This is an optimization exercise on Yosys and OpenROAD, whose aim is small area, a short achievable clock period and few clock cycles per item, not a production implementation.
The RTL was checked by simulation tests, not by an equivalence proof against the original design.
Power figures rest on the tool's default switching activity, not on a simulated workload.

## matrix2x2_mult
module matrix2x2_mult (
    input       clk,
    input       rst,
    input       start,
    input [7:0]  a00, a01,
    input [7:0]  a10, a11,
    input [7:0]  b00, b01,
    input [7:0]  b10, b11,
    output [16:0] c00, c01,
    output [16:0] c10, c11,
    output done
);
For scale: about 290 flip-flops, about 140 I/O pins.
Settings: LEC_CHECK=0, CAP_MARGIN=20, CORE_MARGIN=2, CORE_UTILIZATION=60, CTS_BUF_LIST=sky130_fd_sc_hd__clkbuf_16, CTS_CLUSTER_DIAMETER=150, CTS_CLUSTER_SIZE=30, SETUP_SLACK_MARGIN=4.2, SLEW_MARGIN=20, SYNTH_HIERARCHICAL=1, SYNTH_MINIMUM_KEEP_SIZE=0; clock period 7.0 ns.
standard.sh (not shown) runs the stock make flow with config.mk's settings and CLKGATE_MAP_FILE= SYNTH_SCRIPT=/design/flow/synth_recipe.tcl, a recipe that flattens the netlist after the stock synthesis.
==> flow/flow/run.sh <==
#!/bin/bash
# The standard layout, with plain buffers (buf_1) on the ports instead of the
# delay buffer buffer_ports picks by default.
set -euo pipefail
bash standard.sh "BUFFER_PORTS_ARGS=-buffer_cell sky130_fd_sc_hd__buf_1" finish > standard_flow.log 2>&1
The baseline ran to the end with no violations.
Testbench counts at the start, summed over its fixed seeds: cycles 16,016, items 16,000.
Edit:
Settings changed: CORE_UTILIZATION 60 to 65, SETUP_SLACK_MARGIN 4.2 to 4.3.
What happened: The new run completed without violations; power grows by 4.9%; cell count goes up by 4.6%; clock-buffer cell count does not change; wire length is higher by 13%; global-route usage is higher by 2.8 points; synthesized cell count is unchanged; first-iteration DRC count came out higher by 58%; via count came out higher by 7.6%; setup slack improves by 30 ps; cell area grows by 6.4%; register-to-register slack gets better by 30 ps.

* * *

matrix2x2_mult, a different RTL version from the one above (not shown whole).
For scale: roughly 1600 cells after synthesis, roughly 18000 um^2 of cells after synthesis.
Settings: LEC_CHECK=0, CAP_MARGIN=20, CORE_MARGIN=2, CORE_UTILIZATION=65, CTS_BUF_LIST=sky130_fd_sc_hd__clkbuf_8, CTS_CLUSTER_DIAMETER=100, CTS_CLUSTER_SIZE=16, SETUP_SLACK_MARGIN=4.3, SLEW_MARGIN=20, SYNTH_HIERARCHICAL=1, SYNTH_MINIMUM_KEEP_SIZE=0; clock period 7.0 ns.
==> flow/flow/run.sh <==
#!/bin/bash
# The standard layout, with plain buffers (buf_2) on the ports instead of the
# delay buffer buffer_ports picks by default.
set -euo pipefail
bash standard.sh "BUFFER_PORTS_ARGS=-buffer_cell sky130_fd_sc_hd__buf_2" finish > standard_flow.log 2>&1
Testbench counts at the start, summed over its fixed seeds: cycles 16,016, items 16,000.
Then changed:
CTS_BUF_LIST = sky130_fd_sc_hd__clkbuf_16   (was sky130_fd_sc_hd__clkbuf_8)
CTS_CLUSTER_DIAMETER = 150   (was 100)
CTS_CLUSTER_SIZE = 30   (was 16)
SETUP_SLACK_MARGIN = 4.0   (was 4.3)
Outcome: Clock skew falls by 0.026 ns. First-iteration DRC count falls by 26%. Cell area falls by 8.9%. Sequential share of layout area rises by 1.9 points. Total power falls by 13%.

* * *

Setup of red:
matrix2x2_mult with an RTL version that a note above also has.
For scale: ~1,600 cells after synthesis, roughly 0.018 mm² of cells after synthesis.
export LEC_CHECK = 0
export CAP_MARGIN = 20
export CORE_MARGIN = 2
export CORE_UTILIZATION = 65
export CTS_BUF_LIST = sky130_fd_sc_hd__clkbuf_16
export CTS_CLUSTER_DIAMETER = 150
export CTS_CLUSTER_SIZE = 30
export SETUP_SLACK_MARGIN = 4.2
export SLEW_MARGIN = 20
export SYNTH_HIERARCHICAL = 1
export SYNTH_MINIMUM_KEEP_SIZE = 0
create_clock -name core_clock -period 7.0 [get_ports {clk}]
==> flow/flow/run.sh <==
#!/bin/bash
# The standard layout with two changes: plain buf_1 port buffers instead of
# the delay buffer buffer_ports picks by default, and the AOI cells that
# ABC upsized to drive strength 2 during synthesis put back at drive
# strength 1 before placement (timing repair upsizes any that need it).
set -euo pipefail
PB="BUFFER_PORTS_ARGS=-buffer_cell sky130_fd_sc_hd__buf_1"
NET="$PWD/orfs/results/sky130hd/matrix2x2_mult/base/1_2_yosys.v"
bash standard.sh "$PB" "$NET" > synth_flow.log 2>&1
python3 flow/downsize.py "$NET" > downsize.log 2>&1
bash standard.sh "$PB" finish > layout_flow.log 2>&1
==> flow/flow/downsize.py <==
#!/usr/bin/env python3
"""Put the AOI cells that ABC's upsizing left at drive strength 2 back at
drive strength 1 in the synthesized netlist (same function and pins; timing
repair later upsizes any that need it)."""
import re
import sys

path = sys.argv[1]
text = open(path).read()
swaps = {'sky130_fd_sc_hd__a21oi_2': 'sky130_fd_sc_hd__a21oi_1',
         'sky130_fd_sc_hd__a21boi_2': 'sky130_fd_sc_hd__a21boi_1'}
for old, new in swaps.items():
    n = len(re.findall(r'\b%s\b' % old, text))
    text = re.sub(r'\b%s\b' % old, new, text)
    print('%s -> %s: %d' % (old, new, n))
open(path, 'w').write(text)
Testbench counts of red, summed over its fixed seeds: cycles 16,016, items 16,000.
--- input diff red..blue ---
Settings: swapping 65 for 70 in CORE_UTILIZATION.
==> flow/flow/run.sh <==
#!/bin/bash
# The standard layout, with plain buffers (buf_1) on the ports instead of the
# delay buffer buffer_ports picks by default.
set -euo pipefail
bash standard.sh "BUFFER_PORTS_ARGS=-buffer_cell sky130_fd_sc_hd__buf_1" finish > standard_flow.log 2>&1
removed: flow/flow/downsize.py
Findings:
- Comparing red and blue, the higher proportion of layout cells with a drive suffix above 1 is on blue.
- Changes observed in blue relative to red: layout overhead on the synthesized area decreased 0.66 points, total power increased 1.8%.
- Any difference in endpoint arrival time on the critical path between blue and red is small enough to ignore.
- From red to blue the numbers moved as follows: part of the total power dissipated in combinational logic +0.6 points, count of filler cells inserted in the layout shrank by 194.
- fa_2 as the cell type of the slowest stage on the worst timing path was reported by red, and fa_1 by blue.
- Against red, blue reports a upper clock frequency limit that is higher.
- Synthesized area in blue is about 0.9% higher than in red
Input-level comparison between green and blue:
Settings: swapping 70 for 65 in CORE_UTILIZATION; swapping 4.2 for 4.25 in SETUP_SLACK_MARGIN.
- green: vias per cell 3.7% below blue
- Of blue and green, green shows the lower register fraction of the total cell area, with blue above it.
- Delta(fmax, green - blue) > 0
- As of green, final cell count had risen by a few percent compared to blue.
- Summary — synthesis-to-finish area growth, green relative to blue: higher, by 2.5 points.
- In green the global-route usage turned out 1.9 points lower than in blue.
- Number of tap cells inserted (green / blue): 1.13
- In green relative to blue, final design instance area without fill had gone up by a few percent.
- When the final numbers for blue and green were put side by side, the fraction of power consumed by the clock network turned out to be greater in blue.
- green against blue: fraction of cell area in non-clock buffers up 1.4 points; average routed wire per standard cell about even.
Setup changes, green to orange
Settings: SETUP_SLACK_MARGIN now 4.0, was 4.25.
### Flow results
Data arrival time of the critical path | orange above green
The power in orange sits about 7% below the value recorded for green.
Between green and orange, the relative slew slack is higher for orange.
Worst-path cell with the longest stage delay = dfxtp_2: orange; worst-path cell with the longest stage delay = fa_1: green
The number of fill cells in orange is 1.06 times that in green.
orange ended up with ra10[2]$_DFF_P_ as its launching instance or port of the critical path; green ended up with rb10[1]$_DFF_P_.

## afterwards: timing with drivers on the ports
Ports are ideal in the flow. The routed layouts listed here were re-timed in OpenROAD. Step 1 sets driving cells, clkbuf_16 on the clock port and buf_2 on the other inputs (assumed; they add their load-dependent delay and slew). Step 2 adds t to the input delays and takes it off the output delays; t is the mean of the earliest and latest rising clock arrival at the registers after step 1. Input paths then give back, and output paths get back, about the clock's delay inside the block. Slacks: ideal / step 1 / step 2; pairs: ideal / step 1.
run | t, ns | slack for setup (ns) | worst hold slack (ns) | worst setup path after step 2 | worst data-port slew with drivers (ns)
the first run of note 1 | 0.549 | 4.247 / 4.247 / 4.247 | 0.364 / 0.364 / 0.364 | register to register | 0.04
the second run of note 1 | 0.552 | 4.277 / 4.277 / 4.277 | 0.364 / 0.364 / 0.364 | register to register | 0.04
the first run of note 2 | 0.624 | 4.293 / 4.293 / 4.293 | 0.364 / 0.364 / 0.364 | register to register | 0.04
the second run of note 2 | 0.548 | 4.086 / 4.086 / 4.086 | 0.367 / 0.367 / 0.367 | register to register | 0.04
red | 0.551 | 4.239 / 4.239 / 4.239 | 0.362 / 0.362 / 0.362 | register to register | 0.04
blue | 0.545 | 4.260 / 4.260 / 4.260 | 0.361 / 0.361 / 0.361 | register to register | 0.04
green | 0.552 | 4.270 / 4.270 / 4.270 | 0.364 / 0.364 / 0.364 | register to register | 0.04
orange | 0.548 | 4.086 / 4.086 / 4.086 | 0.364 / 0.364 / 0.364 | register to register | 0.04
After both steps every run listed still meets setup and hold.
